What follows belongs to an exercise in optimizing a design on an open flow for small area; a production flow would make more cautious choices. The RTL was checked by simulation tests, not by an equivalence proof against the original design. The flow treats the clock pin as an ideal source, which a real chip does not have.

==> inputs of v21 <==
==> flow/design.v (excerpt) <==
module ufc_top(
    input  clk,
    input  rst_n,
    input  mosi,
    output miso,
    output sd_ck,
    output sd_mosi,
    output sd_csn,
    input  sd_miso
);
export LEC_CHECK = 0
export ABC_AREA = 1
export CAP_MARGIN = 20
export CORE_MARGIN = 2
export CORE_UTILIZATION = 65
export SLEW_MARGIN = 20
create_clock -name core_clock -period 10.0 [get_ports {clk}]
standard.sh (not shown) runs the stock make flow with config.mk's settings and CLKGATE_MAP_FILE= SYNTH_SCRIPT=/design/flow/synth_recipe.tcl, a recipe that flattens the netlist after the stock synthesis.
==> flow/flow/run.sh <==
#!/bin/bash
set -uo pipefail
SLEW_OK_PS=123
export PLATFORM_DIR=$FLOW_HOME/platforms/$FLOW_PLATFORM
RESULTS=orfs/results/$FLOW_PLATFORM/ufc_top/base
export RESULTS
settings=("34 70" "33 75" "32 80" "32 70" "30 80" "28 60")
n=0
for s in "${settings[@]}"; do
  n=$((n+1))
  set -- $s
  export CTS_ARGS="-sink_clustering_enable -repair_clock_nets -dont_use_dummy_load -buf_list sky130_fd_sc_hd__buf_12 -sink_clustering_size $1 -sink_clustering_max_diameter $2"
  if [[ $n -gt 1 ]]; then
    rm -f $RESULTS/4_* $RESULTS/5_* $RESULTS/6_* out/final.def
  fi
  bash standard.sh > standard_sh_$n.log 2>&1 || { echo "attempt $n: layout failed"; continue; }
  openroad -no_init -exit flow/slew.tcl > slew_$n.log 2>&1
  slew=$(awk '/^MAXSLEW/{print $2}' slew_$n.log)
  echo "attempt $n: clusters $1 / $2 um, clock-pin slew ${slew:-unknown} ps"
  if [[ -n "$slew" ]] && awk -v s="$slew" -v ok="$SLEW_OK_PS" 'BEGIN{exit !(s < ok)}'; then
    exit 0
  fi
done
# none met the target: the last attempt's layout stays in out/final.def
exit 0
==> flow/flow/slew.tcl <==
set R $::env(RESULTS)
set P $::env(PLATFORM_DIR)
read_liberty $P/lib/sky130_fd_sc_hd__tt_025C_1v80.lib
read_db $R/6_final.odb
read_sdc $R/6_final.sdc
read_spef $R/6_final.spef
set w 0
foreach pin [all_registers -clock_pins -edge_triggered] {
  foreach e {rise fall} {
    foreach a {max min} {
      set s [get_property $pin slew_${a}_$e]
      if {[string is double -strict $s]} { set w [expr {max($w, [sta::time_ui_sta $s] * 1e12)}] } else { set w 1e9 }
    }
  }
}
puts "MAXSLEW $w"
==> v27 (differences from v21) <==
--- a/flow/design.v
+++ b/flow/design.v
@@ -603,19 +603,17 @@
     input             fifo_done,
     input[7:0]        mosi,
     output reg[2:0]   cmd, 
     output            cnt_ld, 
     output            fe_done,
     input             fifo_busy,
     output reg[31:0]  sec,
-    input             sec_rot, 
     output reg        en_fc
 );
-    reg[2:0] fpos;
-    wire[6:0] rx_flag = fpos==3'd7 ? 7'd0 : 7'd1 << fpos;
+    reg[6:0] rx_flag;
     reg      busy,busy_sync,busy_sync1;
     reg      cmd_05;
     always@(posedge clk or negedge rst_n)begin
         if(!rst_n)begin
             busy       <= 1'b0;
             busy_sync  <= 1'b0;
             busy_sync1 <= 1'b0;
@@ -637,27 +635,27 @@
             en_fc <= 1'b0;
         end
     end
     assign fe_done = !busy_sync1&busy_sync;
     assign cnt_ld = tick&rok&(|rx_flag[1:0]);
     always@(posedge clk or negedge rst_n)begin
         if(!rst_n)begin
-            fpos <= 3'd0;
+            rx_flag <= 1;
         end
         else if(tick&fifo_done)begin
-            fpos <= 3'd0;
+            rx_flag <= 1;
         end
         else if(tick&rok&rx_flag[2]&mosi==8'h03)begin
-            fpos <= 3'd0;
+            rx_flag <= 1'b1;
         end
         else if(tick&rok&cmd_05&rx_flag[6])begin
-            fpos <= 3'd0;
+            rx_flag <= 1'b1;
         end
         else if(tick&rok)begin
-            fpos <= fpos==3'd7 ? 3'd7 : fpos + 3'd1;
+            rx_flag <= rx_flag << 1;
         end
     end
     always@(posedge clk)begin
         if(tick&rok&rx_flag[2])begin
             cmd <= |mosi[7:3] ? 3'd0 : mosi[2:0];
         end
     end
@@ -672,19 +670,16 @@
             cmd_05 <= 0;
         end
     end
     always@(posedge clk or negedge rst_n)begin
         if(!rst_n)begin
             sec <= 0;
         end
-        else if(tick&cmd_05&rok&(|rx_flag[6:3]))begin
-            sec <= {sec[23:0],mosi};
-        end
-        else if(sec_rot)begin
-            sec <= {sec[30:0],sec[31]};
+        else if(tick&cmd_05&rok)begin
+            sec <= |rx_flag[6:3] ? {sec[23:0],mosi} : sec;
         end
     end
 endmodule
 module sd_initial(
     input           rst_n,
     input           clk,
     output reg      sd_ck,
@@ -698,15 +693,14 @@
     input           fifo_busy,
     output reg      wclk,
     output reg      rclk,
     output[7:0]     miso_data,
     output reg      rd_ok,
     output reg      wr_ok,
     input[31:0]     sec,
-    output          sec_rot, 
     input           set_fifo,
     input[7:0]      mosi_data,
     input           fifo_rdy
 );
 wire[47:0] write_single_cmd;
 wire[47:0] read_single_cmd;
 assign read_single_cmd  = {8'h51,8'h0,8'h0,8'h0,8'h0,8'hff}|(sec<<8);
@@ -733,16 +727,17 @@
 reg      rx_valid;
 reg[47:0]rx;
 reg[3:0] state,next_state;
 reg      next_init_ok;
 reg      next_sd_mosi;
 reg      next_sd_csn;
 reg[5:0] tx_cnt,next_tx_cnt;
-reg[6:0] bsh;
-reg      ld_byte;
+reg[31:0]sh;
+reg      ld_cmd,ld_byte;
+reg[31:0]cmd_val;
 reg[6:0] byte_val;
 reg[9:0] cnt,next_cnt;
 wire[5:0] rx_cnt = tx_cnt;
 reg[1:0] req,next_req;
 reg      next_wclk;
 reg      next_rclk;
 reg      next_rd_ok;
@@ -778,46 +773,49 @@
         rclk      <= next_rclk;
         rd_ok     <= next_rd_ok;
         wr_ok     <= next_wr_ok;
     end
 end
 always@(posedge clk)begin
     if(sd_fall)begin
-        bsh <= ld_byte ? byte_val : {bsh[5:0],1'b0};
+        if(ld_cmd)begin
+            sh <= cmd_val;
+        end
+        else begin
+            if(tx_cnt<=40) sh <= {sh[30:0],1'b0};
+            if(ld_byte) sh[31:25] <= byte_val;
+        end
     end
 end
-wire      cmd_sec = state==5 | state==6;
-assign    sec_rot = sd_fall & cmd_sec & tx_cnt <= 40 & tx_cnt > 8;
 wire[7:0] c1 = state==8   ? 8'h40 :
                state==2   ? 8'h48 :
                state==3  ? 8'h77 :
                state==4 ? 8'h69 :
                state==5  ? 8'h51 : 8'h58;
 wire[7:0] c2 = state==8   ? 8'h95 :
                state==2   ? 8'h87 : 8'hff;
 wire[2:0] idx = tx_cnt[2:0] - 3'd1; 
-wire[31:0] cm = state==2   ? 32'h000001aa :
-                state==4 ? 32'h40000000 : 32'h00000000;
-wire[5:0] mi = tx_cnt - 6'd9;
-wire      dbit = tx_cnt > 40 ? c1[idx] : state==9 ? bsh[6] : tx_cnt > 8 ? (cmd_sec ? sec[31] : cm[mi[4:0]]) : c2[idx];
+wire      dbit = tx_cnt > 40 ? c1[idx] : (tx_cnt > 8 | state==9) ? sh[31] : c2[idx];
 assign miso_data = rx[7:0];
 always@(posedge clk)begin
     if(sd_fall)begin
         tx_cnt    <= next_tx_cnt;
         fifo_empty <= next_fifo_empty;
         cnt       <= next_cnt;
     end
 end
 always@(*)begin
     next_state     = state;
     next_tx_cnt    = tx_cnt - |tx_cnt;
     next_init_ok   = init_ok;
     next_sd_mosi   = sd_mosi;
     next_sd_csn    = sd_csn;
+    ld_cmd         = 1'b0;
     ld_byte        = 1'b0;
+    cmd_val        = 32'd0;
     byte_val       = 7'd0;
     next_cnt       = cnt; 
     next_req       = req;
     next_wclk      = wclk;
     next_rclk      = rclk;
     next_rd_ok     = rd_ok;
     next_wr_ok     = wr_ok;
@@ -830,69 +828,81 @@
             if(!init_ok&sd_init)begin
                 next_cnt       = 1023;
                 next_state     = 1;
             end
             else if(init_ok&sd_ren)begin 
                 next_state     = 5;
                 next_sd_mosi   = read_single_cmd>>47;
+                ld_cmd         = 1'b1;
+                cmd_val        = sec;
                 next_tx_cnt    = 47;
                 next_sd_csn    = 1'b0;
             end
             else if(init_ok&sd_wen)begin
                 next_state     = 6;
                 next_sd_mosi   = write_single_cmd>>47;
+                ld_cmd         = 1'b1;
+                cmd_val        = sec;
                 next_tx_cnt    = 47;
                 next_sd_csn    = 1'b0;
             end
         end
         1:begin
             next_cnt       = cnt  - |cnt;
             if(|cnt)begin
                 next_state = 1;
             end
             else begin
                 next_sd_csn = 1'b1;
                 next_state  = 8;
+                ld_cmd         = 1'b1;
+                cmd_val        = 32'h00000000;
                 next_tx_cnt = 48;
             end
         end
         8:begin 
             if(|tx_cnt)begin
                 next_sd_csn  = 1'b0;
                 next_sd_mosi = dbit;
             end
             else if(rx[47:40]==8'h01)begin
                 next_state   = 2;
                 next_sd_mosi = {8'h48,8'h00,8'h00,8'h01,8'haa,8'h87}>>47;
+                ld_cmd         = 1'b1;
+                cmd_val        = 32'h000001aa;
                 next_tx_cnt  = 47;
             end
             else begin
                 next_sd_mosi = 1'b1;
             end
         end
         2:begin
             if(|tx_cnt)begin
                 next_sd_mosi = dbit;
             end
             else if(rx[47:40]==8'h01)begin
                 next_state   = 3;
                 next_sd_mosi = {8'h77,8'h00,8'h00,8'h00,8'h00,8'hff}>>47;
+                ld_cmd         = 1'b1;
+                cmd_val        = 32'h00000000;
                 next_tx_cnt  = 47;
             end
             else begin
                 next_sd_mosi = 1'b1;
             end
         end
         3:begin
             if(|tx_cnt)begin
                 next_sd_mosi = dbit;
             end
             else if(rx[47:40]==8'h01)begin
                 next_state   = 4;
                 next_sd_mosi = {8'h69,8'h40,8'h00,8'h00,8'h00,8'hff}>>47;
+                ld_cmd         = 1'b1;
+                cmd_val        = 32'h40000000;
                 next_tx_cnt  = 47;
             end
             else begin
                 next_sd_mosi = 1'b1;
             end
         end
         4:begin
@@ -904,14 +914,16 @@
                 next_init_ok = 1'b1;
                 next_sd_csn  = 1'b1;
                 next_sd_mosi = 1'b1;
             end
             else if(rx[47:40]==8'h01)begin
                 next_state   = 3;
                 next_sd_mosi = {8'h77,8'h00,8'h00,8'h00,8'h00,8'hff}>>47;
+                ld_cmd         = 1'b1;
+                cmd_val        = 32'h00000000;
                 next_tx_cnt  = 47;
             end
             else begin
                 next_sd_mosi = 1'b1;
             end
         end
         5:begin
@@ -1055,15 +1067,14 @@
     input  sd_miso
 );
 wire[7:0]  mosi_rx;
 wire[2:0]  cmd;
 wire       cnt_ld;
 wire[7:0]  mosi_data;
 wire[31:0] sec;
-wire       sec_rot;
 wire[7:0]  miso_fifo;
 wire       fifo_done,rok,clk_bps,bps_tick,sd_init,init_ok,fifo_busy,fe_done;
 wire       sd_ren,sd_wen,rd_ok,wr_ok,wclk,rclk,en_fc,set_fifo,fifo_rdy;
 fifo_control fifo_control(
      .clk        (clk         )
     ,.rst_n      (rst_n       )
     ,.mosi       (mosi        )
@@ -1099,15 +1110,14 @@
     ,.tick      (bps_tick  )
     ,.cmd       (cmd       )
     ,.cnt_ld    (cnt_ld    )
     ,.fe_done   (fe_done   )
     ,.fifo_done (fifo_done )
     ,.fifo_busy (fifo_busy )
     ,.sec       (sec       )
-    ,.sec_rot   (sec_rot   )
     ,.en_fc     (en_fc     )
 );
 sd_initial sd_initial(
      .rst_n     (rst_n     )
     ,.clk       (clk       )
     ,.sd_ck     (sd_ck     )
     ,.sd_miso   (sd_miso   )
@@ -1120,13 +1130,12 @@
     ,.sd_wen    (sd_wen    )
     ,.wclk      (wclk      )
     ,.rclk      (rclk      )
     ,.miso_data (mosi_data )
     ,.rd_ok     (rd_ok     )
     ,.wr_ok     (wr_ok     )
     ,.sec       (sec       )
-    ,.sec_rot   (sec_rot   )
     ,.set_fifo  (set_fifo  )
     ,.mosi_data (miso_fifo )
     ,.fifo_rdy  (fifo_rdy  )
 );
 endmodule
==> flow/flow/run.sh (replaced) <==
#!/bin/bash
# The standard layout, with clock tree settings of our own: buf_12 clock buffers, larger leaf
# clusters and no
# dummy loads. Each tool's output goes to a log file here; ORFS keeps its own logs under orfs/logs.
set -euo pipefail
export CTS_ARGS="-sink_clustering_enable -repair_clock_nets -dont_use_dummy_load -buf_list sky130_fd_sc_hd__buf_12 -sink_clustering_size 32 -sink_clustering_max_diameter 70"
bash standard.sh > standard_sh.log 2>&1
removed: flow/flow/slew.tcl
==> flow_metrics.tcl <==
set metrics [dict create \
    combinationalPower_w 0.00112 \
    drtPass1Iterations 5 \
    outcome "complete, no violations" \
    met3_usage 0.0282 \
    fin_ws_ns 5.43 \
    ys_seq_area_frac 0.916 \
    via_count 37100 \
    synth-adder-area-share 0.00513 \
    start_util 0.653 \
    cts_buffers 160 \
    clkbuf_count 160 \
    synthTopCellsByArea "dfxtp_1, dfrtp_1, edfxtp_1, nand2_1, inv_1" \
]
(the above is from v21)
==> flow_metrics.tcl <==
set metrics [dict create \
    outcome "complete, no violations" \
    ys_seq_area_frac 0.915 \
    via_count 38100 \
    start_util 0.656 \
    synth_area_mm2 0.0987 \
    met3_usage 0.0283 \
    combinationalPower_w 0.0000301 \
    clkbuf_count 168 \
    pg_clk_w 0.00734 \
    required_ns 10.33 \
    cts_buffers 168 \
    fin_ws_ns 6.04 \
    drtPass1Iterations 7 \
    arrival_ns 4.28 \
    ys_types 59 \
]
(the above is from v27)

separate check: timing with driven ports:
How much do the figures lean on ideal ports? The routed layouts below were timed once more, with nothing changed but the port constraints.
Step 1 sets driving cells, clkbuf_16 on the clock port and buf_2 on the other inputs (assumed; they add their load-dependent delay and slew).
Step 2, shift: input delay + t, output delay - t, t = (earliest + latest rising clock arrival at the registers) / 2. This alone moves slack from input paths to output paths.
a / b / c = ideal ports / drivers / drivers and shift; a / b = the first two.
run | shift t [ns] | slack for setup (ns) | slew at the worst register clock pin (ns)
v21 | 0.789 | 5.435 / 5.488 / 4.699 | 0.12 / 0.12
v27 | 0.781 | 6.041 / 6.092 / 5.311 | 0.12 / 0.12
After both steps every run listed still meets setup and hold. For v21, which loses most, drivers alone change the setup slack by +0.053 ns; drivers and shift together by -0.736 ns.
